Background: an optimization exercise with open tools, aiming at small area and a short achievable clock period. Do not read the settings as production practice.
Function was checked by simulation only, so behaviour that the tests miss may differ from the original.
Power and IR drop assume default switching activity.

==> flow/design.v <==
module cordic (
    input wire signed [31:0] angle,
    input wire clk, reset,
    output wire signed [31:0] x, y
);
reg [2:0] vcnt;
always @(posedge clk)
    if (reset) vcnt <= 3'd0;
    else if (vcnt != 3'd7) vcnt <= vcnt + 3'd1;
wire [15:0] lo = angle[15:0];
wire [12:0] zo;
wire lo_lt16387 = (~lo[15] & ~lo[14]) | (~lo[15] & lo[14] & ~lo[13] & ~lo[12] & ~lo[11] & ~lo[10] & ~lo[9] & ~lo[8] & ~lo[7] & ~lo[6] & ~lo[5] & ~lo[4] & ~lo[3] & ~lo[2] & ~lo[1]) | (~lo[15] & lo[14] & ~lo[13] & ~lo[12] & ~lo[11] & ~lo[10] & ~lo[9] & ~lo[8] & ~lo[7] & ~lo[6] & ~lo[5] & ~lo[4] & ~lo[3] & ~lo[2] & lo[1] & ~lo[0]);
wire lo_lt32769 = (~lo[15]) | (lo[15] & ~lo[14] & ~lo[13] & ~lo[12] & ~lo[11] & ~lo[10] & ~lo[9] & ~lo[8] & ~lo[7] & ~lo[6] & ~lo[5] & ~lo[4] & ~lo[3] & ~lo[2] & ~lo[1] & ~lo[0]);
wire lo_lt49152 = (~lo[15]) | (lo[15] & ~lo[14]);
wire lo_lt17527 = (~lo[15] & ~lo[14]) | (~lo[15] & lo[14] & ~lo[13] & ~lo[12] & ~lo[11] & ~lo[10]) | (~lo[15] & lo[14] & ~lo[13] & ~lo[12] & ~lo[11] & lo[10] & ~lo[9] & ~lo[8] & ~lo[7] & ~lo[6]) | (~lo[15] & lo[14] & ~lo[13] & ~lo[12] & ~lo[11] & lo[10] & ~lo[9] & ~lo[8] & ~lo[7] & lo[6] & ~lo[5]) | (~lo[15] & lo[14] & ~lo[13] & ~lo[12] & ~lo[11] & lo[10] & ~lo[9] & ~lo[8] & ~lo[7] & lo[6] & lo[5] & ~lo[4]) | (~lo[15] & lo[14] & ~lo[13] & ~lo[12] & ~lo[11] & lo[10] & ~lo[9] & ~lo[8] & ~lo[7] & lo[6] & lo[5] & lo[4] & ~lo[3] & ~lo[2]) | (~lo[15] & lo[14] & ~lo[13] & ~lo[12] & ~lo[11] & lo[10] & ~lo[9] & ~lo[8] & ~lo[7] & lo[6] & lo[5] & lo[4] & ~lo[3] & lo[2] & ~lo[1]) | (~lo[15] & lo[14] & ~lo[13] & ~lo[12] & ~lo[11] & lo[10] & ~lo[9] & ~lo[8] & ~lo[7] & lo[6] & lo[5] & lo[4] & ~lo[3] & lo[2] & lo[1] & ~lo[0]);
wire lo_lt8192 = (~lo[15] & ~lo[14] & ~lo[13]);
wire lo_lt24577 = (~lo[15] & ~lo[14]) | (~lo[15] & lo[14] & ~lo[13]) | (~lo[15] & lo[14] & lo[13] & ~lo[12] & ~lo[11] & ~lo[10] & ~lo[9] & ~lo[8] & ~lo[7] & ~lo[6] & ~lo[5] & ~lo[4] & ~lo[3] & ~lo[2] & ~lo[1] & ~lo[0]);
wire lo_lt40960 = (~lo[15]) | (lo[15] & ~lo[14] & ~lo[13]);
wire lo_lt57344 = (~lo[15]) | (lo[15] & ~lo[14]) | (lo[15] & lo[14] & ~lo[13]);
wire lo_lt3362 = (~lo[15] & ~lo[14] & ~lo[13] & ~lo[12] & ~lo[11]) | (~lo[15] & ~lo[14] & ~lo[13] & ~lo[12] & lo[11] & ~lo[10]) | (~lo[15] & ~lo[14] & ~lo[13] & ~lo[12] & lo[11] & lo[10] & ~lo[9] & ~lo[8]) | (~lo[15] & ~lo[14] & ~lo[13] & ~lo[12] & lo[11] & lo[10] & ~lo[9] & lo[8] & ~lo[7] & ~lo[6] & ~lo[5]) | (~lo[15] & ~lo[14] & ~lo[13] & ~lo[12] & lo[11] & lo[10] & ~lo[9] & lo[8] & ~lo[7] & ~lo[6] & lo[5] & ~lo[4] & ~lo[3] & ~lo[2] & ~lo[1]);
wire lo_lt29407 = (~lo[15] & ~lo[14]) | (~lo[15] & lo[14] & ~lo[13]) | (~lo[15] & lo[14] & lo[13] & ~lo[12]) | (~lo[15] & lo[14] & lo[13] & lo[12] & ~lo[11] & ~lo[10] & ~lo[9]) | (~lo[15] & lo[14] & lo[13] & lo[12] & ~lo[11] & ~lo[10] & lo[9] & ~lo[8] & ~lo[7]) | (~lo[15] & lo[14] & lo[13] & lo[12] & ~lo[11] & ~lo[10] & lo[9] & ~lo[8] & lo[7] & ~lo[6]) | (~lo[15] & lo[14] & lo[13] & lo[12] & ~lo[11] & ~lo[10] & lo[9] & ~lo[8] & lo[7] & lo[6] & ~lo[5] & ~lo[4]) | (~lo[15] & lo[14] & lo[13] & lo[12] & ~lo[11] & ~lo[10] & lo[9] & ~lo[8] & lo[7] & lo[6] & ~lo[5] & lo[4] & ~lo[3]) | (~lo[15] & lo[14] & lo[13] & lo[12] & ~lo[11] & ~lo[10] & lo[9] & ~lo[8] & lo[7] & lo[6] & ~lo[5] & lo[4] & lo[3] & ~lo[2]) | (~lo[15] & lo[14] & lo[13] & lo[12] & ~lo[11] & ~lo[10] & lo[9] & ~lo[8] & lo[7] & lo[6] & ~lo[5] & lo[4] & lo[3] & lo[2] & ~lo[1]) | (~lo[15] & lo[14] & lo[13] & lo[12] & ~lo[11] & ~lo[10] & lo[9] & ~lo[8] & lo[7] & lo[6] & ~lo[5] & lo[4] & lo[3] & lo[2] & lo[1] & ~lo[0]);
wire lo_lt36130 = (~lo[15]) | (lo[15] & ~lo[14] & ~lo[13] & ~lo[12] & ~lo[11]) | (lo[15] & ~lo[14] & ~lo[13] & ~lo[12] & lo[11] & ~lo[10]) | (lo[15] & ~lo[14] & ~lo[13] & ~lo[12] & lo[11] & lo[10] & ~lo[9] & ~lo[8]) | (lo[15] & ~lo[14] & ~lo[13] & ~lo[12] & lo[11] & lo[10] & ~lo[9] & lo[8] & ~lo[7] & ~lo[6] & ~lo[5]) | (lo[15] & ~lo[14] & ~lo[13] & ~lo[12] & lo[11] & lo[10] & ~lo[9] & lo[8] & ~lo[7] & ~lo[6] & lo[5] & ~lo[4] & ~lo[3] & ~lo[2] & ~lo[1]);
wire lo_lt62174 = (~lo[15]) | (lo[15] & ~lo[14]) | (lo[15] & lo[14] & ~lo[13]) | (lo[15] & lo[14] & lo[13] & ~lo[12]) | (lo[15] & lo[14] & lo[13] & lo[12] & ~lo[11] & ~lo[10] & ~lo[9]) | (lo[15] & lo[14] & lo[13] & lo[12] & ~lo[11] & ~lo[10] & lo[9] & ~lo[8] & ~lo[7]) | (lo[15] & lo[14] & lo[13] & lo[12] & ~lo[11] & ~lo[10] & lo[9] & ~lo[8] & lo[7] & ~lo[6]) | (lo[15] & lo[14] & lo[13] & lo[12] & ~lo[11] & ~lo[10] & lo[9] & ~lo[8] & lo[7] & lo[6] & ~lo[5] & ~lo[4]) | (lo[15] & lo[14] & lo[13] & lo[12] & ~lo[11] & ~lo[10] & lo[9] & ~lo[8] & lo[7] & lo[6] & ~lo[5] & lo[4] & ~lo[3]) | (lo[15] & lo[14] & lo[13] & lo[12] & ~lo[11] & ~lo[10] & lo[9] & ~lo[8] & lo[7] & lo[6] & ~lo[5] & lo[4] & lo[3] & ~lo[2]) | (lo[15] & lo[14] & lo[13] & lo[12] & ~lo[11] & ~lo[10] & lo[9] & ~lo[8] & lo[7] & lo[6] & ~lo[5] & lo[4] & lo[3] & lo[2] & ~lo[1]);
wire lo_lt13022 = (~lo[15] & ~lo[14] & ~lo[13]) | (~lo[15] & ~lo[14] & lo[13] & ~lo[12]) | (~lo[15] & ~lo[14] & lo[13] & lo[12] & ~lo[11] & ~lo[10] & ~lo[9]) | (~lo[15] & ~lo[14] & lo[13] & lo[12] & ~lo[11] & ~lo[10] & lo[9] & ~lo[8] & ~lo[7]) | (~lo[15] & ~lo[14] & lo[13] & lo[12] & ~lo[11] & ~lo[10] & lo[9] & ~lo[8] & lo[7] & ~lo[6]) | (~lo[15] & ~lo[14] & lo[13] & lo[12] & ~lo[11] & ~lo[10] & lo[9] & ~lo[8] & lo[7] & lo[6] & ~lo[5] & ~lo[4]) | (~lo[15] & ~lo[14] & lo[13] & lo[12] & ~lo[11] & ~lo[10] & lo[9] & ~lo[8] & lo[7] & lo[6] & ~lo[5] & lo[4] & ~lo[3]) | (~lo[15] & ~lo[14] & lo[13] & lo[12] & ~lo[11] & ~lo[10] & lo[9] & ~lo[8] & lo[7] & lo[6] & ~lo[5] & lo[4] & lo[3] & ~lo[2]) | (~lo[15] & ~lo[14] & lo[13] & lo[12] & ~lo[11] & ~lo[10] & lo[9] & ~lo[8] & lo[7] & lo[6] & ~lo[5] & lo[4] & lo[3] & lo[2] & ~lo[1]);
wire lo_lt19747 = (~lo[15] & ~lo[14]) | (~lo[15] & lo[14] & ~lo[13] & ~lo[12] & ~lo[11]) | (~lo[15] & lo[14] & ~lo[13] & ~lo[12] & lo[11] & ~lo[10]) | (~lo[15] & lo[14] & ~lo[13] & ~lo[12] & lo[11] & lo[10] & ~lo[9] & ~lo[8]) | (~lo[15] & lo[14] & ~lo[13] & ~lo[12] & lo[11] & lo[10] & ~lo[9] & lo[8] & ~lo[7] & ~lo[6] & ~lo[5]) | (~lo[15] & lo[14] & ~lo[13] & ~lo[12] & lo[11] & lo[10] & ~lo[9] & lo[8] & ~lo[7] & ~lo[6] & lo[5] & ~lo[4] & ~lo[3] & ~lo[2] & ~lo[1]) | (~lo[15] & lo[14] & ~lo[13] & ~lo[12] & lo[11] & lo[10] & ~lo[9] & lo[8] & ~lo[7] & ~lo[6] & lo[5] & ~lo[4] & ~lo[3] & ~lo[2] & lo[1] & ~lo[0]);
wire lo_lt45790 = (~lo[15]) | (lo[15] & ~lo[14] & ~lo[13]) | (lo[15] & ~lo[14] & lo[13] & ~lo[12]) | (lo[15] & ~lo[14] & lo[13] & lo[12] & ~lo[11] & ~lo[10] & ~lo[9]) | (lo[15] & ~lo[14] & lo[13] & lo[12] & ~lo[11] & ~lo[10] & lo[9] & ~lo[8] & ~lo[7]) | (lo[15] & ~lo[14] & lo[13] & lo[12] & ~lo[11] & ~lo[10] & lo[9] & ~lo[8] & lo[7] & ~lo[6]) | (lo[15] & ~lo[14] & lo[13] & lo[12] & ~lo[11] & ~lo[10] & lo[9] & ~lo[8] & lo[7] & lo[6] & ~lo[5] & ~lo[4]) | (lo[15] & ~lo[14] & lo[13] & lo[12] & ~lo[11] & ~lo[10] & lo[9] & ~lo[8] & lo[7] & lo[6] & ~lo[5] & lo[4] & ~lo[3]) | (lo[15] & ~lo[14] & lo[13] & lo[12] & ~lo[11] & ~lo[10] & lo[9] & ~lo[8] & lo[7] & lo[6] & ~lo[5] & lo[4] & lo[3] & ~lo[2]) | (lo[15] & ~lo[14] & lo[13] & lo[12] & ~lo[11] & ~lo[10] & lo[9] & ~lo[8] & lo[7] & lo[6] & ~lo[5] & lo[4] & lo[3] & lo[2] & ~lo[1]);
wire lo_lt52514 = (~lo[15]) | (lo[15] & ~lo[14]) | (lo[15] & lo[14] & ~lo[13] & ~lo[12] & ~lo[11]) | (lo[15] & lo[14] & ~lo[13] & ~lo[12] & lo[11] & ~lo[10]) | (lo[15] & lo[14] & ~lo[13] & ~lo[12] & lo[11] & lo[10] & ~lo[9] & ~lo[8]) | (lo[15] & lo[14] & ~lo[13] & ~lo[12] & lo[11] & lo[10] & ~lo[9] & lo[8] & ~lo[7] & ~lo[6] & ~lo[5]) | (lo[15] & lo[14] & ~lo[13] & ~lo[12] & lo[11] & lo[10] & ~lo[9] & lo[8] & ~lo[7] & ~lo[6] & lo[5] & ~lo[4] & ~lo[3] & ~lo[2] & ~lo[1]);
wire t_m1298 = (~zo[12] & ~zo[11]) | (~zo[12] & zo[11] & ~zo[10] & ~zo[9]) | (~zo[12] & zo[11] & ~zo[10] & zo[9] & ~zo[8] & ~zo[7]) | (~zo[12] & zo[11] & ~zo[10] & zo[9] & ~zo[8] & zo[7] & ~zo[6]) | (~zo[12] & zo[11] & ~zo[10] & zo[9] & ~zo[8] & zo[7] & zo[6] & ~zo[5]) | (~zo[12] & zo[11] & ~zo[10] & zo[9] & ~zo[8] & zo[7] & zo[6] & zo[5] & ~zo[4] & ~zo[3]) | (~zo[12] & zo[11] & ~zo[10] & zo[9] & ~zo[8] & zo[7] & zo[6] & zo[5] & ~zo[4] & zo[3] & ~zo[2]) | (~zo[12] & zo[11] & ~zo[10] & zo[9] & ~zo[8] & zo[7] & zo[6] & zo[5] & ~zo[4] & zo[3] & zo[2] & ~zo[1]);
wire t_p1298 = (~zo[12]) | (zo[12] & ~zo[11] & ~zo[10]) | (zo[12] & ~zo[11] & zo[10] & ~zo[9] & ~zo[8]) | (zo[12] & ~zo[11] & zo[10] & ~zo[9] & zo[8] & ~zo[7] & ~zo[6] & ~zo[5] & ~zo[4]) | (zo[12] & ~zo[11] & zo[10] & ~zo[9] & zo[8] & ~zo[7] & ~zo[6] & ~zo[5] & zo[4] & ~zo[3] & ~zo[2] & ~zo[1]);
wire t_m1949 = (~zo[12] & ~zo[11]) | (~zo[12] & zo[11] & ~zo[10] & ~zo[9] & ~zo[8] & ~zo[7] & ~zo[6]) | (~zo[12] & zo[11] & ~zo[10] & ~zo[9] & ~zo[8] & ~zo[7] & zo[6] & ~zo[5]) | (~zo[12] & zo[11] & ~zo[10] & ~zo[9] & ~zo[8] & ~zo[7] & zo[6] & zo[5] & ~zo[4] & ~zo[3] & ~zo[2] & ~zo[1]) | (~zo[12] & zo[11] & ~zo[10] & ~zo[9] & ~zo[8] & ~zo[7] & zo[6] & zo[5] & ~zo[4] & ~zo[3] & ~zo[2] & zo[1] & ~zo[0]);
wire t_m647 = (~zo[12] & ~zo[11]) | (~zo[12] & zo[11] & ~zo[10]) | (~zo[12] & zo[11] & zo[10] & ~zo[9] & ~zo[8]) | (~zo[12] & zo[11] & zo[10] & ~zo[9] & zo[8] & ~zo[7] & ~zo[6]) | (~zo[12] & zo[11] & zo[10] & ~zo[9] & zo[8] & ~zo[7] & zo[6] & ~zo[5]) | (~zo[12] & zo[11] & zo[10] & ~zo[9] & zo[8] & ~zo[7] & zo[6] & zo[5] & ~zo[4]) | (~zo[12] & zo[11] & zo[10] & ~zo[9] & zo[8] & ~zo[7] & zo[6] & zo[5] & zo[4] & ~zo[3]) | (~zo[12] & zo[11] & zo[10] & ~zo[9] & zo[8] & ~zo[7] & zo[6] & zo[5] & zo[4] & zo[3] & ~zo[2] & ~zo[1] & ~zo[0]);
wire t_p647 = (~zo[12]) | (zo[12] & ~zo[11] & ~zo[10] & ~zo[9]) | (zo[12] & ~zo[11] & ~zo[10] & zo[9] & ~zo[8] & ~zo[7]) | (zo[12] & ~zo[11] & ~zo[10] & zo[9] & ~zo[8] & zo[7] & ~zo[6] & ~zo[5] & ~zo[4] & ~zo[3] & ~zo[2]) | (zo[12] & ~zo[11] & ~zo[10] & zo[9] & ~zo[8] & zo[7] & ~zo[6] & ~zo[5] & ~zo[4] & ~zo[3] & zo[2] & ~zo[1]) | (zo[12] & ~zo[11] & ~zo[10] & zo[9] & ~zo[8] & zo[7] & ~zo[6] & ~zo[5] & ~zo[4] & ~zo[3] & zo[2] & zo[1] & ~zo[0]);
wire t_p1949 = (~zo[12]) | (zo[12] & ~zo[11] & ~zo[10]) | (zo[12] & ~zo[11] & zo[10] & ~zo[9]) | (zo[12] & ~zo[11] & zo[10] & zo[9] & ~zo[8]) | (zo[12] & ~zo[11] & zo[10] & zo[9] & zo[8] & ~zo[7]) | (zo[12] & ~zo[11] & zo[10] & zo[9] & zo[8] & zo[7] & ~zo[6] & ~zo[5] & ~zo[4]) | (zo[12] & ~zo[11] & zo[10] & zo[9] & zo[8] & zo[7] & ~zo[6] & ~zo[5] & zo[4] & ~zo[3]) | (zo[12] & ~zo[11] & zo[10] & zo[9] & zo[8] & zo[7] & ~zo[6] & ~zo[5] & zo[4] & zo[3] & ~zo[2]) | (zo[12] & ~zo[11] & zo[10] & zo[9] & zo[8] & zo[7] & ~zo[6] & ~zo[5] & zo[4] & zo[3] & zo[2] & ~zo[1] & ~zo[0]);
wire s   = angle[31];
wire h0  = angle[16];
wire zr  = (angle[30:17] == 14'd0);
wire in_r = ~s & zr & ~h0;
wire h1   = ~s & zr & h0;
wire sneg = (~s & ~zr) | (s & zr & ~h0) | (h1 & ~lo_lt17527);
wire spos = s & ~(zr & ~h0);
wire qa = lo_lt16387;
wire qb = ~lo_lt16387 & lo_lt32769;
wire qc = ~lo_lt32769 & lo_lt49152;
wire qd = ~lo_lt49152;
wire selA = ~in_r | qa;
wire d1 = (selA & lo_lt8192) | (in_r & qb & ~lo_lt24577) | (in_r & qc & lo_lt40960) | (in_r & qd & ~lo_lt57344);
wire d2y = (selA & lo_lt3362) | (in_r & qb & ~lo_lt29407) | (in_r & qc & lo_lt36130) | (in_r & qd & ~lo_lt62174);
wire d2n = (selA & lo_lt13022) | (in_r & qb & ~lo_lt19747) | (in_r & qc & lo_lt45790) | (in_r & qd & ~lo_lt52514);
wire d2 = d1 ? d2y : d2n;
wire qb_s = qb & ~lo[15];                    
wire neg = in_r & (qb_s | qd);
wire [2:0] cls = sneg ? 3'b110 : spos ? 3'b111 : h1 ? 3'b101 :
                 (qa ? 3'b000 : qb_s ? 3'b001 : qc ? 3'b010 : qd ? 3'b011 : 3'b100);
reg [14:0] lop_1;
reg [1:0] d_1;
reg [2:0] cls_1;
always @(posedge clk) begin
    lop_1 <= lo[14:0] ^ {15{neg}};
    d_1   <= {d2, d1};
    cls_1 <= cls;
end
wire cin = (cls_1 == 3'b001);
wire [12:0] k3 = d_1[0] ? (d_1[1] ? 13'd7386 : 13'd2274) : (d_1[1] ? 13'd5918 : 13'd806);
reg [12:0] z3_2;
reg [1:0] d_2;
reg [2:0] cls_2;
always @(posedge clk) begin
    z3_2  <= lop_1[12:0] + {12'd0, cin} + k3;
    d_2   <= d_1;
    cls_2 <= cls_1;
end
assign zo = {~z3_2[12], z3_2[11:0]};       
wire d3 = z3_2[12];
wire d4 = d3 ? t_m1298 : t_p1298;
wire d5 = d3 ? (d4 ? t_m1949 : t_m647) : (d4 ? t_p647 : t_p1949);
wire sat = cls_2[2] & cls_2[1];
wire f   = cls_2[2] & (cls_2[1] ^ cls_2[0]);
wire [1:0] q = cls_2[2] ? {cls_2[1] | cls_2[0], 1'b1} : cls_2[1:0];
reg [7:0] code_3, code_4, code_5, code_6, code_7;
always @(posedge clk) begin
    code_3 <= {q, {d5 ^ d4, d4 ^ d3, d3 ^ d_2[1], d_2[1] ^ d_2[0], d_2[0]} & {5{~sat}}, f};
    code_4 <= code_3;
    code_5 <= code_4;
    code_6 <= code_5;
    code_7 <= code_6;
end
wire [9:0] x6, y6, nzx, nzy;
cordic_tab tab (.d(code_7[5:0]), .xo(x6), .yo(y6), .nx(nzx), .ny(nzy));
wire negx = code_7[6] ^ code_7[7];
wire negy = code_7[7] ^ code_7[0];          
wire [9:0] tx = x6 ^ (nzx & {10{negx}});
wire [9:0] ty = y6 ^ (nzy & {10{negy}});
reg [9:0] xr, yr;
always @(posedge clk) begin
    if (reset || vcnt != 3'd7) begin
        xr <= 10'd0;
        yr <= 10'd0;
    end else begin
        xr <= tx;
        yr <= ty;
    end
end
assign x = {{22{xr[9]}}, xr};
assign y = {{22{yr[9]}}, yr};
endmodule
module cordic_tab(d, xo, yo, nx, ny);
  input [5:0] d;
  wire [5:0] d;
  output [9:0] xo;
  wire [9:0] xo;
  output [9:0] yo;
  wire [9:0] yo;
  output [9:0] nx;
  wire [9:0] nx;
  output [9:0] ny;
  wire [9:0] ny;
  wire _000_;
  wire _001_;
  wire _002_;
  wire _003_;
  wire _004_;
  wire _005_;
  wire _006_;
  wire _007_;
  wire _008_;
  wire _009_;
  wire _010_;
  wire _011_;
  wire _012_;
  wire _013_;
  wire _014_;
  wire _015_;
  wire _016_;
  wire _017_;
  wire _018_;
  wire _019_;
  wire _020_;
  wire _021_;
  wire _022_;
  wire _023_;
  wire _024_;
  wire _025_;
  wire _026_;
  wire _027_;
  wire _028_;
  wire _029_;
  wire _030_;
  wire _031_;
  wire _032_;
  wire _033_;
  wire _034_;
  wire _035_;
  wire _036_;
  wire _037_;
  wire _038_;
  wire _039_;
  wire _040_;
  wire _041_;
  wire _042_;
  wire _043_;
  wire _044_;
  wire _045_;
  wire _046_;
  wire _047_;
  wire _048_;
  wire _049_;
  wire _050_;
  wire _051_;
  wire _052_;
  wire _053_;
  wire _054_;
  wire _055_;
  wire _056_;
  wire _057_;
  wire _058_;
  wire _059_;
  wire _060_;
  wire _061_;
  wire _062_;
  wire _063_;
  wire _064_;
  wire _065_;
  wire _066_;
  wire _067_;
  wire _068_;
  wire _069_;
  wire _070_;
  wire _071_;
  wire _072_;
  wire _073_;
  wire _074_;
  wire _075_;
  wire _076_;
  wire _077_;
  wire _078_;
  wire _079_;
  wire _080_;
  wire _081_;
  wire _082_;
  wire _083_;
  wire _084_;
  wire _085_;
  wire _086_;
  wire _087_;
  wire _088_;
  wire _089_;
  wire _090_;
  wire _091_;
  wire _092_;
  wire _093_;
  wire _094_;
  wire _095_;
  wire _096_;
  wire _097_;
  wire _098_;
  wire _099_;
  wire _100_;
  wire _101_;
  wire _102_;
  wire _103_;
  wire _104_;
  wire _105_;
  wire _106_;
  wire _107_;
  wire _108_;
  wire _109_;
  wire _110_;
  wire _111_;
  wire _112_;
  wire _113_;
  wire _114_;
  wire _115_;
  wire _116_;
  wire _117_;
  wire _118_;
  wire _119_;
  wire _120_;
  wire _121_;
  wire _122_;
  wire _123_;
  wire _124_;
  wire _125_;
  assign _018_ = d[4] ? _092_ : _017_;
  assign _019_ = _081_ ^ _073_;
  assign _020_ = d[3] ? _106_ : _082_;
  assign _021_ = _076_ ? _019_ : _020_;
  assign xo[4] = _072_ ? _018_ : _021_;
  assign _022_ = _098_ ? _089_ : _015_;
  assign _023_ = _073_ ? d[2] : _022_;
  assign _024_ = _074_ ^ _073_;
  assign _025_ = d[3] ? _082_ : _086_;
  assign _026_ = _076_ ? _024_ : _025_;
  assign xo[3] = _072_ ? _023_ : _026_;
  assign _027_ = _073_ ? d[1] : _106_;
  assign _028_ = _076_ ? _073_ : _027_;
  assign _029_ = _098_ & ~(_015_);
  assign _030_ = d[0] ? d[2] : _081_;
  assign _031_ = _073_ ? _029_ : _030_;
  assign _032_ = d[0] | ~(d[1]);
  assign _033_ = d[2] ? _032_ : _015_;
  assign _034_ = _120_ ? _089_ : _098_;
  assign _035_ = _073_ ? _033_ : _034_;
  assign _036_ = _076_ ? _031_ : _035_;
  assign xo[2] = d[5] ? _028_ : _036_;
  assign _037_ = _093_ & _078_;
  assign _038_ = d[3] ? _106_ : _074_;
  assign _039_ = _076_ ? _037_ : _038_;
  assign _040_ = _039_ & ~(_072_);
  assign _041_ = ~(d[2] & d[1]);
  assign _042_ = _041_ | _073_;
  assign _043_ = _042_ | _120_;
  assign _044_ = _041_ & ~(_104_);
  assign _045_ = _110_ | d[5];
  assign _046_ = _045_ | _044_;
  assign _047_ = _043_ & ~(_046_);
  assign xo[1] = _047_ | _040_;
  assign _048_ = d[3] ? _106_ : _086_;
  assign _049_ = _084_ & ~(_113_);
  assign nx[1] = d[4] ? _048_ : _049_;
  assign _050_ = d[3] & ~(_085_);
  assign _051_ = _076_ ? _050_ : _038_;
  assign _052_ = _073_ ? _081_ : _085_;
  assign _053_ = _076_ ? _011_ : _052_;
  assign yo[4] = _072_ ? _051_ : _053_;
  assign _054_ = _093_ & ~(_006_);
  assign _055_ = _081_ & ~(_100_);
  assign _056_ = _055_ | _007_;
  assign yo[6] = _056_ | _054_;
  assign _057_ = d[3] ? _041_ : _086_;
  assign _058_ = _076_ ? _019_ : _057_;
  assign _059_ = d[2] | d[3];
  assign _060_ = ~(_059_ & _078_);
  assign _061_ = _076_ ? _037_ : _060_;
  assign yo[5] = _072_ ? _058_ : _061_;
  assign ny[6] = _042_ | _003_;
  assign _062_ = _073_ ? _098_ : _084_;
  assign _063_ = d[4] ? _086_ : _062_;
  assign _064_ = _073_ ? _098_ : _086_;
  assign _065_ = d[4] ? _064_ : _062_;
  assign yo[7] = _072_ ? _063_ : _065_;
  assign _066_ = _059_ | d[1];
  assign _067_ = _066_ | d[4];
  assign _068_ = _074_ | ~(_102_);
  assign ny[4] = _072_ ? _067_ : _068_;
  assign _069_ = ~(_102_ & _009_);
  assign ny[3] = _072_ ? _067_ : _069_;
  assign nx[6] = _003_ | _109_;
  assign _070_ = _085_ | _073_;
  assign _071_ = d[4] ? _070_ : _066_;
  assign ny[2] = _072_ ? _005_ : _071_;
  assign _072_ = ~d[5];
  assign _073_ = ~d[3];
  assign _074_ = d[2] ^ d[1];
  assign _075_ = _073_ ? d[2] : _074_;
  assign _076_ = ~d[4];
  assign _077_ = _074_ ^ d[3];
  assign _078_ = d[1] | ~(d[3]);
  assign _079_ = _078_ & _074_;
  assign _080_ = _076_ ? _077_ : _079_;
  assign yo[3] = _072_ ? _075_ : _080_;
  assign _081_ = d[1] & ~(d[2]);
  assign _082_ = ~(d[2] | d[1]);
  assign _083_ = _073_ ? _081_ : _082_;
  assign _084_ = d[2] | ~(d[1]);
  assign _085_ = d[2] & ~(d[1]);
  assign _086_ = _084_ & ~(_085_);
  assign _087_ = d[3] ? d[1] : _086_;
  assign _088_ = _076_ ? _083_ : _087_;
  assign _089_ = ~d[1];
  assign _090_ = _073_ ? _089_ : _085_;
  assign _091_ = _076_ ? _073_ : _090_;
  assign yo[2] = _072_ ? _088_ : _091_;
  assign _092_ = d[3] ? _085_ : _086_;
  assign _093_ = d[3] | ~(d[1]);
  assign _094_ = ~(_093_ & _078_);
  assign _095_ = d[4] ? _092_ : _094_;
  assign _096_ = _085_ | d[4];
  assign yo[1] = d[5] ? _095_ : _096_;
  assign _097_ = _084_ | d[3];
  assign _098_ = ~d[2];
  assign _099_ = d[1] ? d[4] : _098_;
  assign ny[1] = ~(_099_ & _097_);
  assign _100_ = d[4] & ~(d[5]);
  assign yo[9] = ~(_100_ | _097_);
  assign _101_ = _073_ & ~(_100_);
  assign yo[8] = _101_ | _089_;
  assign _102_ = d[4] & d[3];
  assign _103_ = ~(_102_ & _074_);
  assign _104_ = d[0] | d[4];
  assign _105_ = _104_ | _097_;
  assign nx[4] = d[5] ? _103_ : _105_;
  assign _106_ = d[2] & d[1];
  assign _107_ = _106_ | _073_;
  assign _108_ = _107_ | _076_;
  assign _109_ = _078_ | _098_;
  assign _110_ = d[0] & d[4];
  assign _111_ = _110_ & ~(_109_);
  assign _112_ = _105_ & ~(_111_);
  assign nx[3] = d[5] ? _108_ : _112_;
  assign _113_ = d[0] & ~(_093_);
  assign _114_ = _097_ & ~(_113_);
  assign _115_ = d[4] ? _107_ : _114_;
  assign _116_ = _084_ | d[0];
  assign _117_ = d[1] | ~(d[0]);
  assign _118_ = ~(d[0] & d[1]);
  assign _119_ = d[2] ? _117_ : _118_;
  assign _120_ = ~d[0];
  assign _121_ = _098_ ? _120_ : _117_;
  assign _122_ = _073_ ? _119_ : _121_;
  assign _123_ = _076_ ? _116_ : _122_;
  assign nx[2] = d[5] ? _115_ : _123_;
  assign _124_ = d[2] | d[1];
  assign xo[9] = _101_ & ~(_124_);
  assign xo[8] = _101_ | d[1];
  assign _125_ = _073_ ? _098_ : _124_;
  assign _000_ = d[4] ? _074_ : _125_;
  assign _001_ = _073_ ? _098_ : _074_;
  assign _002_ = _076_ ? _125_ : _001_;
  assign xo[7] = _072_ ? _000_ : _002_;
  assign _003_ = ~(d[5] & d[4]);
  assign _004_ = ~(_003_ | _079_);
  assign _005_ = _124_ | d[4];
  assign _006_ = ~(d[2] & d[4]);
  assign _007_ = _072_ & ~(_006_);
  assign _008_ = _007_ | ~(_005_);
  assign xo[6] = _008_ | _004_;
  assign _009_ = d[1] | ~(d[2]);
  assign _010_ = d[3] ? _009_ : _074_;
  assign _011_ = _082_ ^ _073_;
  assign _012_ = d[4] ? _010_ : _011_;
  assign _013_ = d[3] ? d[1] : _098_;
  assign _014_ = _076_ ? _094_ : _013_;
  assign xo[5] = _072_ ? _012_ : _014_;
  assign _015_ = d[0] | d[1];
  assign _016_ = _015_ & ~(_098_);
  assign _017_ = d[3] & ~(_016_);
  assign { ny[9:7], ny[5], ny[0] } = { 3'h7, ny[4], 1'h0 };
  assign { nx[9:7], nx[5], nx[0] } = { 3'h7, nx[4], 1'h0 };
  assign yo[0] = ny[1];
  assign xo[0] = nx[1];
endmodule
==> flow/flow/run.sh <==
#!/bin/bash
# Standard ORFS layout, except that the port buffers are plain buffers
# (buf_1) instead of the delay cells buffer_ports picks by default.
set -euo pipefail
export BUFFER_PORTS_ARGS="-buffer_cell sky130_fd_sc_hd__buf_1"
bash standard.sh finish > flow_standard.log 2>&1
==> flow/standard.sh <==
#!/bin/bash
# synth_recipe.tcl (not shown) runs the flow's synth.tcl, then flattens the netlist and writes it again
# the make line also repeats each setting of config.mk as NAME=value (left out here)
make -C /OpenROAD-flow-scripts/flow DESIGN_CONFIG=/design/flow/config.mk WORK_HOME=/design/flow/orfs CLKGATE_MAP_FILE= SYNTH_SCRIPT=/design/flow/synth_recipe.tcl "${@:-finish}"
==> flow/config.mk <==
export PLATFORM = sky130hd
export DESIGN_NAME = cordic
export DESIGN_NICKNAME = cordic
export VERILOG_FILES = /design/flow/design.v
export SDC_FILE = /design/flow/constraint.sdc
export NUM_CORES = 4
export LEC_CHECK = 0
export ABC_AREA = 1
export CAP_MARGIN = 20
export CORE_MARGIN = 2
export CORE_UTILIZATION = 60
export CTS_BUF_LIST = sky130_fd_sc_hd__clkbuf_4 sky130_fd_sc_hd__clkbuf_8
export SETUP_SLACK_MARGIN = 2.85
export SLEW_MARGIN = 20
export SYNTH_HIERARCHICAL = 1
==> flow/constraint.sdc <==
create_clock -name core_clock -period 5.0 [get_ports {clk}]
set_input_delay 1.0000 -clock core_clock [delete_from_list [all_inputs] [get_ports {clk}]]
set_output_delay 1.0000 -clock core_clock [all_outputs]
set_load 0.01 [all_outputs]
==> metrics.md, run 1 <==
| Metric | Value |
|---|---|
| CP Class | `flip-flop to output port` |
| Outcome | `timing/DRC/antenna clean` |
| Main combinational cell family by area after synthesis | `simple AND/OR/NAND/NOR gates` |
| Worst path arrival time | `1.02 ns` |
| Internal | `1150 µW` |
| Detail Placement HPWL | `8.21 mm` |
| Synth Warn # | `7` |
| First-pass GRT wire length | `18.4 mm` |
| Top area cells in the synthesized netlist | `dfxtp_1, nand2_1, buf_4` |
| Ant. Diodes | `0` |
| Hold WC Path Type | `flip-flop to flip-flop` |
| Ys async rst share | `0%` |
| Layout cell share with drive strength beyond 1 | `8.01%` |
| Setup violators final | `0` |
| R2r startpoint | `code_7[5]` |
| Worst Tran Pin Value | `0.707 ns` |
| Register area share after synthesis | `36.2%` |
| Mux cell area share after synthesis | `0%` |
| Post-Route WL | `11.0 mm` |
| Gate power share | `12.6%` |
| Final hold violation count | `0` |
| Clock share of power | `34.0%` |
| Post-synthesis xor/xnor area fraction | `6.45%` |
| Tcrit/Tclk final | `40.4%` |
| Final Wtd Congestion | `0.960` |
| Primary FF master, synth | `dfxtp_1` |
| Skew-Pair Late Insertion Delay | `0.37 ns` |
| Final nets | `841` |
| Sw frac | `27.8%` |
| Final Max Tran Viols | `0` |
| Row count | `34` |
| Die height | `99.5 µm` |
| Initial cell density of the core | `62.5%` |
| Number of synthesized register bits | `99` |
| CP top delay family | `flip-flops` |
| MaxCap Viol Count | `0` |
| Critical path required time | `4.00 ns` |
| Complex-gate fraction of the synthesized area | `11.0%` |
| Overall die area | `0.00990 mm²` |
| Area share of fa/ha/maj cells after synthesis | `5.72%` |
| Worst Skew | `0.0189 ns` |
| Clock transition at the registers of the reported paths | `0.11 ns` |
| EDFF count, synth | `0` |
| Post-Synth Simple-Gate Area | `26.6%` |
| Worst IR drop on VDD | `0.131 mV` |
| Layout Cells excl Fill | `895` |
| Global-route usage over all layers | `22.6%` |
| CP Launch Type | `flip-flop` |
| Cell Area, Synth | `0.00547 mm²` |
| Vias in the first global route | `4,255` |
| Cell Pwr Density | `276 mW/mm²` |
| RSZ-0062 raised after global routing | `false` |
| Clock buffer depth | `2` |
| CTS H-tree depth | `3` |
| IO Pins | `98` |
| Post-Syn Instances | `733` |
| Pleak | `0.00257 µW` |
| Flop pwr share | `53.4%` |
| Max transition margin | `52.8%` |
| Wire per inst | `12.2 µm` |
| Setup TNS | `0 ns` |
| Core Footprint | `0.00876 mm²` |
| Hold_sp | `code_6[7]` |
| Via count | `4,561` |
| Worst stage delay on the critical path | `0.47 ns` |
| Post-Syn Area per Cell | `7.47 µm²` |
| Setup crit end kind | `output port` |
| Psw | `442 µW` |
| Clock sink count | `99` |
| Pin count of the biggest net entering global routing | `28` |
| DRC viols | `0` |
| Yosys top cell area share | `36.2%` |
| Initial antenna violation count | `0` |
| Inserted Clock Buffers | `9` |
| Fillcell total | `774` |
| Min Tclk post-route | `2.02 ns` |
| CTS tree | `built` |
| F_max | `494 MHz` |
| Synthesis-to-layout area growth | `5.14%` |
| CP Cell Sequence | `buf_1` |
| Port Buffer Count | `97` |
| CP startpoint | `yr[9]` |
| Worst path slowest cell | `dfxtp_4` |
| GRT overflow | `0` |
| Dpl cells | `876` |
| Die Wd | `99.5 µm` |
| Yosys cell types | `44` |
| Root Buffer Master | `clkbuf_8` |
| Initial DRC Count | `216` |
| Crit-path max FO | `23` |
| WP buf/inv | `1` |
| Antenna-violating nets left | `0` |
| Router iterations before antenna repair | `7` |
| Vias per Instance | `5.10` |
| Synth area leader | `dfxtp_1` |
[worst paths after layout]
check               to  slack (ns)  depth (start not counted)
min reg2reg  code_7[7]        0.33                          0
max              y[24]        2.98                          1
max reg2reg      xr[6]        3.00                          7
min          code_7[7]        0.33                          0
[synthesized netlist by cell type (3+ instances only)]
cell type / number
nor2_2: 4
xor2_1: 12
inv_2: 5
buf_6: 3
o21ai_1: 10
dfxtp_1: 99
xor2_2: 10
buf_4: 57
nand2_1: 189
nor2_1: 62
o211ai_1: 7
o21ai_0: 29
ha_1: 25
a21oi_1: 48
nor3_1: 8
or2_0: 20
nand4_1: 3
o21bai_1: 4
xnor2_1: 6
inv_1: 55
buf_2: 5
nand3_1: 36
[layout make-up]
type / count / area (µm²) / area share, %
Clock buffer: 9 / 124 / 2.15
Clock inverter: 7 / 93.8 / 1.63
Inverter: 62 / 238 / 4.13
Multi-Input combinational cell: 509 / 2770 / 48.1
Sequential cell: 99 / 2000 / 34.7
Tap cell: 108 / 135 / 2.35
Timing Repair Buffer: 101 / 397 / 6.89
[layer usage]
metal / vias to the layer above / share of wire, % / global-route usage, %
met3: 28 / 5.9 / 4.08
met1: 1982 / 43 / 28.1
li1: 2375 / - / -
met2: 176 / 49 / 39.2
met5: - / 0 / 0
met4: 0 / 2.1 / 8.22
[per-module statistics from Yosys (local to each module, per instance)]
module,cells,flops+latches
cordic,536,99
cordic_tab,197,0
[power by group through the flow]
| stage | Clock, µW | Sequential, µW | Combinational (µW) |
|---|---|---|---|
| after floorplan | 0 | 861 | 158 |
| after global placement | 0 | 868 | 192 |
| after detailed placement | 0 | 868 | 196 |
| after CTS | 551 | 850 | 197 |
| after global routing | 589 | 853 | 231 |
| final | 540 | 848 | 200 |
[worst register-to-register path: stages (launching register included)]
cell      delay, ns
dfxtp_1        0.79
inv_4          0.16
nand2_1        0.27
inv_1          0.13
nand2_1        0.10
o221ai_1       0.13
or2_0          0.25
a21oi_1        0.13
[flip-flops by register name, summed over array words and instances, names as in the netlist]
register  cells
lop_1        13
z3_2         13
xr           10
yr           10
code_3        8
code_4        8
code_5        8
code_6        8
code_7        8
cls_1         3
cls_2         3
vcnt          3
d_1           2
d_2           2
[cells in the final DEF, fill, tap and decap left out, drive strengths merged]
master / n
a21o: 1
o21a: 2
a21oi: 48
clkinv: 2
conb: 8
clkbuf: 11
ha: 25
nand4: 3
o211ai: 7
a211oi: 1
dfxtp: 99
nor2: 68
xor2: 22
a31oi: 2
and3: 1
or2: 23
nor3b: 1
buf: 99
xnor2: 8
o21ai: 40
o21bai: 4
nand2: 193
nand3b: 2
o221ai: 2
inv: 65
nand3: 38
nor3: 8
o2111ai: 2
bufinv: 1
clkinvlp: 1
[kinds of logic after synthesis]
logic type,count (synthesis)
AND/OR/NAND/NOR,337
buffers and inverters,131
AO/OA/AOI/OAI,109
flip-flops,99
XOR/XNOR,30
adder cells (fa/ha/maj),25
other,2
[timing repair]
item	4_1_cts	5_1_grt
resized for setup	4	11
setup buffers	0	3
hold buffers	0	0
pin swaps	0	1
endpoints found under the setup margin	60	46
[metrics by stage]
stage	hold WS (ns)	area (µm²)	setup slack [ns]	power (µW)	utilization, %
6_report	0.329	5750	2.98	1590	65.7
5_1_grt	0.331	5750	2.87	1670	65.7
4_1_cts	0.327	5710	2.88	1600	65.1
3_5_place_dp	0.312	5480	2.63	1060	62.6
3_3_place_gp	0.310	5480	2.63	1060	62.6
2_1_floorplan	0.310	5500	2.97	1020	-
==> inputs of run 2 (changes only) <==
--- a/flow/config.mk
+++ b/flow/config.mk
@@ -14,2 +14 @@
 export SLEW_MARGIN = 20
-export SYNTH_HIERARCHICAL = 1
==> run 2 against run 1 <==
Area after synthesis fell by 8.3%. Global-route usage rose by 1.1 points. Worst hold slack improved by 0.00062 ns. Routed wire length fell by 5.1%. Die area fell by 8.0%. Register-to-register slack got worse by 0.04 ns. First-iteration DRC count fell by 26%. Non-clock buffer count fell by 4. Setup slack got worse by 0.016 ns. Critical path depth rose by 7. Sequential share of layout area rose by 2.5 points. Core utilization fell by 0.16 points.
==> metrics.md, run 2 <==
| Metric | Value |
|---|---|
| Primary FF master, synth | `dfxtp_1` |
| Setup crit end kind | `flip-flop` |
| DRC viols | `0` |
| Final Wtd Congestion | `0.931` |
| Pin count of the biggest net entering global routing | `24` |
| Outcome | `timing/DRC/antenna clean` |
| Fillcell total | `774` |
| Cell Area, Synth | `0.00502 mm²` |
| Most common cell after layout, fill and taps aside | `nand2_1` |
| Reg-to-reg setup timing slack | `2.96 ns` |
| Ant. Diodes | `0` |
| Register area share after synthesis | `39.5%` |
| Vias in the first global route | `3,872` |
| Design area | `0.00536 mm²` |
| Setup WS post-layout | `2.96 ns` |
| Core Footprint | `0.00818 mm²` |
| Synth area leader | `dfxtp_1` |
| Setup violators final | `0` |
| CP startpoint | `cls_1[1]` |
| Final nets | `776` |
| Worst Hold End | `code_4[1]` |
| Cell Pwr Density | `293 mW/mm²` |
| Most frequent cells in the layout | `nand2_1, buf_1, dfxtp_1` |
| Layout cell share with drive strength beyond 1 | `5.66%` |
| Skew-Pair Late Insertion Delay | `0.36 ns` |
| Hold Path Cell Cnt | `0` |
| Via count | `4,336` |
| Ys async rst share | `0%` |
| Row count | `33` |
| Port Buffer Count | `97` |
| Inserted Clock Buffers | `9` |
| MaxCap Viol Count | `0` |
| Critical path required time | `5.28 ns` |
| CTS tree | `built` |
| Postcts setup bufs | `0` |
| Min Tclk post-route | `2.04 ns` |
| Detail Placement HPWL | `7.88 mm` |
| Pleak | `0.00242 µW` |
| Hold_sp | `code_3[1]` |
| R2R depth | `8` |
| CP Launch Type | `flip-flop` |
| Crit-path max FO | `3` |
| Worst Skew | `0.0107 ns` |
| IO Pins | `98` |
| Die Wd | `95.5 µm` |
| Multi-input gate area | `0.00240 mm²` |
| Global-route usage over all layers | `23.7%` |
| Antenna-violating nets left | `0` |
| Top area cells in the synthesized netlist | `dfxtp_1, nand2_1, buf_4` |
| R2r startpoint | `cls_1[1]` |
| GRT overflow | `0` |
| Final hold violation count | `0` |
| Synth Warn # | `1` |
| Setup TNS | `0 ns` |
| CTS H-tree depth | `3` |
| Clock sink count | `99` |
| RSZ-0062 raised after global routing | `false` |
| Tcrit/Tclk final | `40.8%` |
| Dpl cell area | `0.00511 mm²` |
| Place WS | `2.55 ns` |
| Post-Route WL | `10.4 mm` |
| Synthesis-to-layout area growth | `6.68%` |
| Clock transition at the registers of the reported paths | `0.10 ns` |
| F_max | `491 MHz` |
| First-pass GRT wire length | `17.0 mm` |
| Largest regs | `lop_1 (13), z3_2 (13)` |
| Wire per inst | `12.5 µm` |
| Worst Tran Pin Value | `0.587 ns` |
| Initial antenna violation count | `0` |
| Max transition margin | `60.7%` |
| Initial cell density of the core | `61.4%` |
| CP Class | `flip-flop to flip-flop` |
| Post-Syn Area per Cell | `7.51 µm²` |
| Worst IR drop on VDD | `0.220 mV` |
| FF/Latch Area | `0.00200 mm²` |
| Hold_buf cts | `0` |
| EDFF count, synth | `0` |
| Overall die area | `0.00911 mm²` |
| Worst path arrival time | `2.32 ns` |
| Final Max Tran Viols | `0` |
| Reg2reg end | `z3_2[12]` |
| Router iterations before antenna repair | `5` |
| Yosys cell types | `40` |
| Die height | `95.5 µm` |
| Most common cell in the netlist | `nand2_1` |
| Top post-synthesis cells by count | `nand2_1, dfxtp_1, nor2_1` |
| Number of synthesized register bits | `99` |
| WHS | `0.330 ns` |
| Hold WC Path Type | `flip-flop to flip-flop` |
| Yosys top cell area share | `39.5%` |
| Root Buffer Master | `clkbuf_8` |
| Post-Syn Instances | `668` |
| Vias per Instance | `5.22` |
| Initial DRC Count | `160` |
| Clock buffer depth | `2` |
==> run 2: changes by cell type after synthesis, moves of 7 or more <==
cell     delta
buf_4      -11
inv_1      +11
nand2_1    -63
nor2_1     +16
o21ai_0    +21
o21ai_1     -7
or2_0      -20
xor2_1     +13
xor2_2     -10
==> run 2: timing repair <==
action | in CTS | in global routing
setup endpoints to repair | 51 | 82
resized for setup | 6 | 11
hold endpoints to repair | 0 | 0
==> run 2: worst max-delay path, cell delays in order, from the launching register on <==
cell and delay, ns:
dfxtp_1 0.35, nor3b_4 0.26, ha_1 0.21, inv_1 0.06
ha_1 0.21, o21ai_0 0.38, nand3_1 0.15, o2111ai_1 0.17
xor2_1 0.18
==> run 2: layer usage <==
metal	global-route usage, %	vias up	part of all wire [%]
met1	28.8	1898	43
li1	-	2242	-
met2	40.8	170	48
met4	8.81	0	2.3
met5	0	-	0
met3	5.30	26	6.8
==> run 2: logic make-up (layout without fill, tap and decap cells) <==
family          after synthesis  after routing  share of synthesized area (%)
fa+ha+maj                    22             22                           5.48
compound gates              124            124                           13.7
simple gates                265            265                           22.1
xor+xnor                     33             33                           6.06
buf+inv                     125            182                           13.2
flops                        99             99                           39.5
==> run 2: how the worst max path moves through the flow <==
| stage | endpoint | slack, ns |
|---|---|---|
| 2_1_floorplan | lop_1[10] | 2.94 |
| 3_3_place_gp | lop_1[0] | 2.64 |
| 4_1_cts | yr[1] | 2.85 |
| 5_1_grt | z3_2[12] | 2.86 |
| 3_5_place_dp | lop_1[2] | 2.55 |
| 6_report | z3_2[12] | 2.96 |
==> run 2: cell type report <==
cell class,count,area share (%)
Timing Repair Buffer,97,6.82
Inverter,69,4.84
Multi-Input combinational cell,444,44.7
Clock buffer,9,2.31
Sequential cell,99,37.3
Tap cell,105,2.45
Clock inverter,7,1.57
==> run 2: per-stage QoR <==
| step | instances | utilization [%] | total power (µW) |
|---|---|---|---|
| final | 830 | 65.5 | 1570 |
| after global routing | 830 | 65.5 | 1650 |
| after CTS | 830 | 65.2 | 1580 |
| after detailed placement | 814 | 62.5 | 1060 |
| after global placement | 814 | 62.5 | 1060 |
| after floorplan | 668 | - | 1010 |
==> run 2: power breakdown <==
group | total (µW) | leakage (µW) | switching (µW) | internal, µW
combinational | 196 | 0.00150 | 120 | 76.0
sequential | 850 | 0.000816 | 27.7 | 822
clock | 523 | 0.000102 | 284 | 240
total | 1570 | 0.00242 | 431 | 1140
==> inputs of run 3 (changes only) <==
--- a/flow/config.mk
+++ b/flow/config.mk
@@ -12,3 +12,3 @@
 export CTS_BUF_LIST = sky130_fd_sc_hd__clkbuf_4 sky130_fd_sc_hd__clkbuf_8
-export SETUP_SLACK_MARGIN = 2.85
+export SETUP_SLACK_MARGIN = 2.7
 export SLEW_MARGIN = 20
==> run 3 against run 2 <==
Fmax fell by 2.7%. Worst hold slack got worse by 0.00093 ns. Clock skew rose by 0.0045 ns. Largest power group unchanged. Sequential share of layout area rose by 0.064 points. Largest cell class unchanged. Clock power barely moved. Non-clock buffer count did not move. Highest routed layer unchanged.
==> metrics.md, run 3 <==
| Metric | Value |
|---|---|
| Outcome | `timing/DRC/antenna clean` |
| RSZ-0062 raised after global routing | `false` |
| Max layer used | `met4` |
| Flop pwr share | `54.1%` |
| Psw | `433 µW` |
| Gate power share | `12.4%` |
| Die height | `95.5 µm` |
| Setup TNS | `0 ns` |
| Worst Skew | `0.0152 ns` |
| Synth Warn # | `1` |
| Wire per inst | `12.5 µm` |
| Global-route usage over all layers | `23.6%` |
| MaxCap Viol Count | `0` |
| Skew-Pair Late Insertion Delay | `0.37 ns` |
| Initial cell density of the core | `61.4%` |
| Router iterations before antenna repair | `6` |
| Port Buffer Count | `97` |
| Root Buffer Master | `clkbuf_8` |
| Worst stage delay on the critical path | `0.33 ns` |
| Fillcell total | `778` |
| Postcts setup bufs | `0` |
| Layout cell share with drive strength beyond 1 | `4.97%` |
| FF/Latch Area | `0.00199 mm²` |
| F_max | `477 MHz` |
| Met2 Wirelength | `4.93 mm` |
| Top area cells in the synthesized netlist | `dfxtp_1, nand2_1, buf_4` |
| Met3 routed WL | `609 µm` |
| WP buf/inv | `1` |
| Worst path slowest cell | `dfxtp_1` |
| Crit-path max FO | `3` |
| Primary FF master, synth | `dfxtp_1` |
| Post-Syn Instances | `668` |
| Largest regs | `lop_1 (13), z3_2 (13)` |
| Clock share of power | `33.5%` |
| CP Launch Type | `flip-flop` |
| CP Class | `flip-flop to flip-flop` |
| Die Wd | `95.5 µm` |
| Ant. Diodes | `0` |
| Yosys cell types | `40` |
| Routed length on met1 | `4.57 mm` |
| Clock transition at the registers of the reported paths | `0.10 ns` |
| Setup violators final | `0` |
| Core Footprint | `0.00818 mm²` |
| Final Wtd Congestion | `0.931` |
| Synthesis-to-layout area growth | `6.23%` |
| CTS H-tree depth | `3` |
| Synth area leader | `dfxtp_1` |
| Row count | `33` |
| Most frequent CP cell | `ha_1` |
| Antenna-violating nets left | `0` |
| Number of synthesized register bits | `99` |
| Ys async rst share | `0%` |
| Top post-synthesis cells by count | `nand2_1, dfxtp_1, nor2_1` |
| CP top delay family | `simple AND/OR/NAND/NOR gates` |
| Vias in the first global route | `3,863` |
| Worst IR drop on VDD | `0.220 mV` |
| Post-Route WL | `10.3 mm` |
| GRT overflow | `0` |
| Cell Pwr Density | `295 mW/mm²` |
| Hold WC Path Type | `flip-flop to flip-flop` |
| Post-Syn Area per Cell | `7.51 µm²` |
| Cell Area, Synth | `0.00502 mm²` |
| Sw frac | `27.6%` |
| Clock sink count | `99` |
| Final nets | `776` |
| Initial DRC Count | `175` |
| Detail Placement HPWL | `7.88 mm` |
| Final hold violation count | `0` |
| Most common cell in the netlist | `nand2_1` |
| Min Tclk post-route | `2.10 ns` |
| Initial antenna violation count | `0` |
| Via count | `4,318` |
| Internal | `1140 µW` |
| Critical path required time | `5.31 ns` |
| Inserted Clock Buffers | `9` |
| Max transition margin | `36.8%` |
| First-pass GRT wire length | `17.0 mm` |
| Vias per Instance | `5.20` |
| CP Cell Sequence | `nor3b_2 > ha_1 > inv_1 > ha_1 > nor3_1 > nor2_1 > o21ai_0 > nand3_1 > nand2_1 > xor2_1` |
| Final Max Tran Viols | `0` |
| EDFF count, synth | `0` |
| Tcrit/Tclk final | `41.9%` |
| Setup crit end kind | `flip-flop` |
| Register area share after synthesis | `39.5%` |
| Multi-input gate area | `0.00238 mm²` |
| DRC viols | `0` |
| Clock buffer depth | `2` |
| Pleak | `0.00241 µW` |
| Worst Tran Pin Value | `0.945 ns` |
| Tot Pwr | `1570 µW` |
| Overall die area | `0.00911 mm²` |
| Worst path arrival time | `2.40 ns` |
| IO Pins | `98` |
| Most frequent cells in the layout | `nand2_1, buf_1, dfxtp_1` |
| Yosys top cell area share | `39.5%` |
| CTS tree | `built` |
| Most common cell after layout, fill and taps aside | `nand2_1` |
| Pin count of the biggest net entering global routing | `24` |
==> run 3: cell counts after synthesis <==
Identical to the previous run, type by type.
==> run 3: path summary, 6_finish.rpt <==
kind / endpoint / startpoint / slack, ns / depth (start not counted)
max: z3_2[10] / cls_1[1] / 2.90 / 10
min: code_4[1] / code_3[1] / 0.33 / 0
max reg2reg: z3_2[10] / cls_1[1] / 2.90 / 10
min reg2reg: code_4[1] / code_3[1] / 0.33 / 0
==> run 3: power by group through the flow <==
stage          Sequential [µW]  Clock (µW)  Combinational [µW]
2_1_floorplan              861           0                 150
3_3_place_gp               869           0                 186
3_5_place_dp               870           0                 192
4_1_cts                    851         536                 194
5_1_grt                    856         567                 226
6_report                   851         526                 195
==> run 3: worst reg2reg max path: stages, from the launching register on <==
cell and delay, ns:
dfxtp_1 0.33, nor3b_2 0.30, ha_1 0.23, inv_1 0.06, ha_1 0.21, nor3_1 0.20, nor2_1 0.10, o21ai_0 0.27
nand3_1 0.12, nand2_1 0.09, xor2_1 0.13
==> run 3: final cells by class <==
type / instances / share of cell area [%]
well taps: 105 / 2.46
clock buffers: 9 / 2.32
flip-flops and latches: 99 / 37.3
inverters: 69 / 4.86
repair buffers: 97 / 6.83
multi-input cells: 444 / 44.6
clock inverters: 7 / 1.57
==> run 3: through the flow <==
stage | setup WS, ns | std cells | area, µm² | util, % | hold slack, ns
after global routing | 2.73 | 830 | 5330 | 65.2 | 0.335
after detailed placement | 2.55 | 814 | 5110 | 62.5 | 0.312
after CTS | 2.72 | 830 | 5330 | 65.1 | 0.332
after global placement | 2.64 | 814 | 5110 | 62.5 | 0.310
after floorplan | 2.94 | 668 | 5020 | - | 0.310
final | 2.90 | 830 | 5330 | 65.2 | 0.329
==> run 3: logic make-up after synthesis <==
group	share of synthesized area, %
and+or+nand+nor	22.1
buffers and inverters	13.2
AOI/OAI and AO/OA	13.7
DFF	39.5
xor gates and xnor gates	6.06
adders and majority gates	5.48
==> run 3: routing by layer <==
| layer | GRT usage (%) | up-vias |
|---|---|---|
| met5 | 0 | - |
| met4 | 8.57 | 0 |
| met3 | 5.14 | 24 |
| met2 | 40.9 | 158 |
| met1 | 28.9 | 1895 |
| li1 | - | 2241 |
==> run 3: timing repair <==
action                     4_1_cts  5_1_grt
resized for setup                2        6
setup endpoints to repair        8       35
hold buffers                     0        0
==> inputs of run 4 (changes only) <==
--- a/flow/config.mk
+++ b/flow/config.mk
@@ -12,3 +12,3 @@
 export CTS_BUF_LIST = sky130_fd_sc_hd__clkbuf_4 sky130_fd_sc_hd__clkbuf_8
-export SETUP_SLACK_MARGIN = 2.7
+export SETUP_SLACK_MARGIN = 2.8
 export SLEW_MARGIN = 20
==> run 4 against run 3 <==
Final cell count stayed put. Clock-buffer cell count did not move. Area after synthesis unchanged. Register-to-register slack better by 0.04 ns. Core utilization is 0.20 points higher. Critical path depth shrank 2. Global-route usage stayed put. Combinational power barely moved. Fmax increased by 1.8%. Clock skew fell by 0.00078 ns.
==> metrics.md, run 4 <==
| Metric | Value |
|---|---|
| Post-Syn Instances | `668` |
| DRC viols | `0` |
| Postcts setup bufs | `0` |
| Most frequent cells in the layout | `nand2_1, buf_1, dfxtp_1` |
| Post-Syn Area per Cell | `7.51 µm²` |
| Cell Area, Synth | `0.00502 mm²` |
| CP Class | `flip-flop to flip-flop` |
| Root Buffer Master | `clkbuf_8` |
| Vias in the first global route | `3,863` |
| Worst Skew | `0.0144 ns` |
| PostCTS Resize Cnt | `5` |
| Outcome | `timing/DRC/antenna clean` |
| Pleak | `0.00241 µW` |
| Initial cell density of the core | `61.4%` |
| Skew-Pair Late Insertion Delay | `0.37 ns` |
| CP Launch Type | `flip-flop` |
| Synth area leader | `dfxtp_1` |
| Top area cells in the synthesized netlist | `dfxtp_1, nand2_1, buf_4` |
| Core Footprint | `0.00818 mm²` |
| Die height | `95.5 µm` |
| Max transition margin | `61.1%` |
| IO Pins | `98` |
| Final Max Tran Viols | `0` |
| Worst Tran Pin Value | `0.583 ns` |
| Design area | `0.00535 mm²` |
| Ant. Diodes | `0` |
| Register area share after synthesis | `39.5%` |
| Clock sink count | `99` |
| Final Wtd Congestion | `0.931` |
| EDFF count, synth | `0` |
| Min Tclk post-route | `2.06 ns` |
| Initial antenna violation count | `0` |
| Port Buffer Count | `97` |
| Number of synthesized register bits | `99` |
| MaxCap Viol Count | `0` |
| Post-Route WL | `10.4 mm` |
| Clock transition at the registers of the reported paths | `0.10 ns` |
| Hold_buf cts | `0` |
| First-pass GRT wire length | `17.0 mm` |
| GRT overflow | `0` |
| Inserted Clock Buffers | `9` |
| Hold WC Path Type | `flip-flop to flip-flop` |
| Clock buffer depth | `2` |
| Most common cell in the netlist | `nand2_1` |
| Tcrit/Tclk final | `41.2%` |
| Initial DRC Count | `185` |
| Final hold violation count | `0` |
| Worst path arrival time | `2.35 ns` |
| Primary FF master, synth | `dfxtp_1` |
| Via count | `4,314` |
| Row count | `33` |
| CTS H-tree depth | `3` |
| Global-route usage over all layers | `23.6%` |
| Die Wd | `95.5 µm` |
| Synthesis-to-layout area growth | `6.56%` |
| Vias per Instance | `5.20` |
| Finished Core Util | `65.4%` |
| Largest regs | `lop_1 (13), z3_2 (13)` |
| Cell Pwr Density | `294 mW/mm²` |
| Final nets | `776` |
| Layout cell share with drive strength beyond 1 | `5.66%` |
| CTS tree | `built` |
| Worst IR drop on VDD | `0.220 mV` |
| Setup crit end kind | `flip-flop` |
| Antenna-violating nets left | `0` |
| Most common cell after layout, fill and taps aside | `nand2_1` |
| Ys async rst share | `0%` |
| Overall die area | `0.00911 mm²` |
| Yosys cell types | `40` |
| Synth Warn # | `1` |
| Top post-synthesis cells by count | `nand2_1, dfxtp_1, nor2_1` |
| Critical path required time | `5.29 ns` |
| Fillcell total | `773` |
| Setup TNS | `0 ns` |
| Crit-path max FO | `3` |
| Setup violators final | `0` |
| Yosys top cell area share | `39.5%` |
| RSZ-0062 raised after global routing | `false` |
| Pin count of the biggest net entering global routing | `24` |
| Dpl cell area | `0.00511 mm²` |
| Wire per inst | `12.5 µm` |
| F_max | `486 MHz` |
| Router iterations before antenna repair | `5` |
| Detail Placement HPWL | `7.88 mm` |
-- run 4: cell counts after synthesis --
No cell type changed its count.
-- run 4: final timing paths --
check / to / cells past startpoint / startpoint / slack (ns)
worst max-delay path: z3_2[12] / 8 / cls_1[1] / 2.94
worst min register to register: code_7[3] / 0 / code_6[3] / 0.33
worst max register to register: z3_2[12] / 8 / cls_1[1] / 2.94
worst min-delay path: code_7[3] / 0 / code_6[3] / 0.33
-- run 4: cell families after synthesis --
logic type	Yosys count	share of synthesized area (%)
adder cells (fa/ha/maj)	22	5.48
flip-flops	99	39.5
AO/OA/AOI/OAI	124	13.7
XOR/XNOR	33	6.06
buffers and inverters	125	13.2
AND/OR/NAND/NOR	265	22.1
-- run 4: worst max-delay path: stages, from the launching register on --
cell       delay [ns]
dfxtp_1          0.33
nor3b_2          0.29
ha_1             0.22
inv_1            0.06
ha_1             0.21
o21ai_0          0.38
nand3_1          0.14
o2111ai_1        0.17
xor2_1           0.18
-- run 4: routing by layer --
layer,GRT usage (%),wire length (µm)
met1,28.9,4570
met2,40.9,4990
met3,5.14,613
met4,8.57,221
met5,0,0
-- run 4: final cells by class --
type                       instances  area [µm²]  share of cell area [%]
multi-input combinational        444        2390                    44.7
inverter                          69         259                    4.84
tap                              105         131                    2.46
clock buffer                       9         124                    2.32
sequential                        99        2000                    37.3
timing repair buffer              97         365                    6.83
clock inverter                     7        83.8                    1.57
-- run 4: per-stage QoR --
step                      setup WS (ns)  instances  hold slack, ns  power (µW)
after global routing               2.82        830           0.335        1650
after global placement             2.64        814           0.310        1060
after CTS                          2.83        830           0.331        1580
final                              2.94        830           0.329        1570
after detailed placement           2.55        814           0.312        1060
after floorplan                    2.94        668           0.310        1010
-- run 4: power breakdown --
group	leakage, µW	switching (µW)	internal (µW)	total, µW
sequential	0.000816	27.6	822	850
clock	0.000102	285	240	525
combinational	0.00149	120	75.9	196
total	0.00241	432	1140	1570
==> inputs of run 5 (changes only) <==
--- a/flow/config.mk
+++ b/flow/config.mk
@@ -12,3 +12,3 @@
 export CTS_BUF_LIST = sky130_fd_sc_hd__clkbuf_4 sky130_fd_sc_hd__clkbuf_8
-export SETUP_SLACK_MARGIN = 2.8
+export SETUP_SLACK_MARGIN = 3.0
 export SLEW_MARGIN = 20
==> run 5 against run 4 <==
Register-to-register slack better by 0.07 ns. Non-clock buffer count is 12 higher. Combinational power is 5% higher. Fmax is 0.25% higher. Worst hold slack worse by 0.0078 ns. Sequential power hardly changed. Clock power is 4.6% higher. Critical endpoint is now y[31]. Largest power group unchanged.
==> metrics.md, run 5 <==
| Metric | Value |
|---|---|
| Hold_sp | `code_6[1]` |
| F_max | `487 MHz` |
| Yosys top cell area share | `39.5%` |
| DRC viols | `0` |
| CTS H-tree depth | `3` |
| Pin count of the biggest net entering global routing | `19` |
| Design area | `0.00580 mm²` |
| Hold WC Path Type | `flip-flop to flip-flop` |
| Number of synthesized register bits | `99` |
| Overall die area | `0.00911 mm²` |
| Hold Path Cell Cnt | `0` |
| Outcome | `timing/DRC/antenna clean` |
| Worst Skew | `0.0130 ns` |
| Post-Syn Instances | `668` |
| Skew-Pair Late Insertion Delay | `0.37 ns` |
| Vias per Instance | `5.29` |
| Post-Syn Area per Cell | `7.51 µm²` |
| Register area share after synthesis | `39.5%` |
| R2R depth | `8` |
| R2r startpoint | `cls_1[1]` |
| Ys async rst share | `0%` |
| Post-Route WL | `11.3 mm` |
| Finished Core Util | `71.0%` |
| FF/Latch Area | `0.00201 mm²` |
| CP Class | `flip-flop to output port` |
| Layout cell share with drive strength beyond 1 | `16.8%` |
| Final nets | `788` |
| Final Wtd Congestion | `0.940` |
| CP startpoint | `yr[9]` |
| Worst IR drop on VDD | `0.138 mV` |
| Ant. Diodes | `0` |
| Final hold violation count | `0` |
| Initial cell density of the core | `61.4%` |
| Max transition margin | `63.1%` |
| GRT overflow | `0` |
| Most frequent cells in the layout | `nand2_1, dfxtp_1, nor2_1` |
| Core Footprint | `0.00818 mm²` |
| Port Buffer Count | `97` |
| Setup TNS | `0 ns` |
| Root Buffer Master | `clkbuf_8` |
| Top area cells in the synthesized netlist | `dfxtp_1, nand2_1, buf_4` |
| Primary FF master, synth | `dfxtp_1` |
| Pleak | `0.00273 µW` |
| Vias in the first global route | `4,047` |
| CTS tree | `built` |
| EDFF count, synth | `0` |
| Synth area leader | `dfxtp_1` |
| Row count | `33` |
| Global-route usage over all layers | `24.4%` |
| Detail Placement HPWL | `7.73 mm` |
| Top post-synthesis cells by count | `nand2_1, dfxtp_1, nor2_1` |
| Clock buffer depth | `2` |
| Antenna-violating nets left | `0` |
| Min Tclk post-route | `2.05 ns` |
| Dpl cell area | `0.00513 mm²` |
| First-pass GRT wire length | `17.5 mm` |
| Die Wd | `95.5 µm` |
| IO Pins | `98` |
| Critical path required time | `4.00 ns` |
| Setup crit end kind | `output port` |
| Worst stage delay on the critical path | `0.40 ns` |
| Tcrit/Tclk final | `41.1%` |
| Most common cell in the netlist | `nand2_1` |
| Fillcell total | `679` |
| Cell Area, Synth | `0.00502 mm²` |
| RSZ-0062 raised after global routing | `true` |
| Clock sink count | `99` |
| Die height | `95.5 µm` |
| Router iterations before antenna repair | `5` |
| Clock transition at the registers of the reported paths | `0.10 ns` |
| Synthesis-to-layout area growth | `15.6%` |
| Synth Warn # | `1` |
| Final Max Tran Viols | `0` |
| Worst path slowest cell | `dfxtp_4` |
| Worst Tran Pin Value | `0.553 ns` |
| Multi-input gate area | `0.00249 mm²` |
| CP Cell Sequence | `clkbuf_16 > buf_2` |
| Wire per inst | `13.4 µm` |
| Largest regs | `lop_1 (13), z3_2 (13)` |
| Cell Pwr Density | `276 mW/mm²` |
| Initial DRC Count | `238` |
| Worst path arrival time | `1.05 ns` |
| Via count | `4,451` |
| Most common cell after layout, fill and taps aside | `nand2_1` |
| Yosys cell types | `40` |
| MaxCap Viol Count | `0` |
| Initial antenna violation count | `0` |
| Inserted Clock Buffers | `9` |
| Crit-path max FO | `6` |
| CP Launch Type | `flip-flop` |
| Setup violators final | `0` |
## run 5: final timing paths
kind,slack (ns),endpoint
min,0.32,code_7[1]
max,2.95,y[31]
max reg2reg,3.01,z3_2[12]
min reg2reg,0.32,code_7[1]
## run 5: routing by layer
| metal | wire (µm) | global-route usage, % | vias up |
|---|---|---|---|
| li1 | - | - | 2261 |
| met1 | 4770 | 29.4 | 1957 |
| met2 | 5480 | 42.8 | 204 |
| met3 | 727 | 3.48 | 29 |
| met4 | 291 | 11.3 | 0 |
| met5 | 0 | 0 | - |
## run 5: cell type report
type	count	share of cell area [%]
Tap cell	105	2.26
Clock buffer	10	2.37
Inverter	69	4.59
Clock inverter	6	1.36
Sequential cell	99	34.6
Timing Repair Buffer	109	12.0
Multi-Input combinational cell	444	42.9
## run 5: logic make-up (layout without fill, tap and decap cells)
group,Yosys count,count (layout),share of synthesized area [%]
AOI/OAI and AO/OA,124,124,13.7
and+or+nand+nor,265,265,22.1
DFF,99,99,39.5
xor gates and xnor gates,33,33,6.06
buffers and inverters,125,194,13.2
adders and majority gates,22,22,5.48
## run 5: power by group
group	switching, µW	total (µW)	internal (µW)	leakage (µW)
logic	125	205	80.1	0.00180
clock network	294	549	256	0.000111
registers	28.0	849	821	0.000817
total	447	1600	1160	0.00273
## run 5: through the flow
| stage | power, µW | cells | hold slack (ns) | worst slack (ns) |
|---|---|---|---|---|
| after floorplan | 1010 | 668 | 0.310 | 3.00 |
| after global placement | 1050 | 814 | 0.310 | 2.67 |
| after detailed placement | 1060 | 814 | 0.312 | 2.61 |
| after CTS | 1600 | 835 | 0.325 | 2.91 |
| after global routing | 1680 | 842 | 0.327 | 2.91 |
| final | 1600 | 842 | 0.321 | 2.95 |
## run 5: worst max-delay path: cells and delay by family, from the launching register on
kind | cells | cell delay [ns]
buffers and inverters | 2 | 0.28
flip-flops | 1 | 0.40
## run 5: timing repair
item,4_1_cts,5_1_grt
pin swaps,0,6
hold buffers,0,0
gates resized for setup,54,93
setup buffers,4,5
endpoints found under the setup margin,64,84
hold endpoints to repair,0,0
cloned,1,2

-- afterwards: timing with drivers on the ports --
In the flow no input, the clock included, has a driving cell. The finished layouts below were timed again as built, in two steps.
Step 1 assumes that a clkbuf_16 drives the clock port and a buf_2 every other input.
Step 2 adds t to the input delays and takes it off the output delays; t is the mean of the earliest and latest rising clock arrival at the registers after step 1. Input paths then give back, and output paths get back, about the clock's delay inside the block.
Three values: no drivers, after step 1, after step 2; two values: the first two.
run	shift t [ns]	setup WS [ns]	hold WS [ns]	worst slew at a driven data input, ns
run 1	0.384	2.978 / 2.950 / 2.650	0.329 / 0.329 / 0.329	0.03
run 2	0.386	2.962 / 2.962 / 2.663	0.330 / 0.330 / 0.330	0.03
run 3	0.387	2.905 / 2.886 / 2.554	0.329 / 0.329 / 0.329	0.03
run 4	0.388	2.941 / 2.941 / 2.663	0.329 / 0.329 / 0.329	0.03
run 5	0.396	2.946 / 2.916 / 2.715	0.321 / 0.321 / 0.321	0.04
After both steps every run listed still meets setup and hold. The setup slack of run 3, which loses most, moves by -0.019 ns with the drivers and by -0.351 ns with both steps.
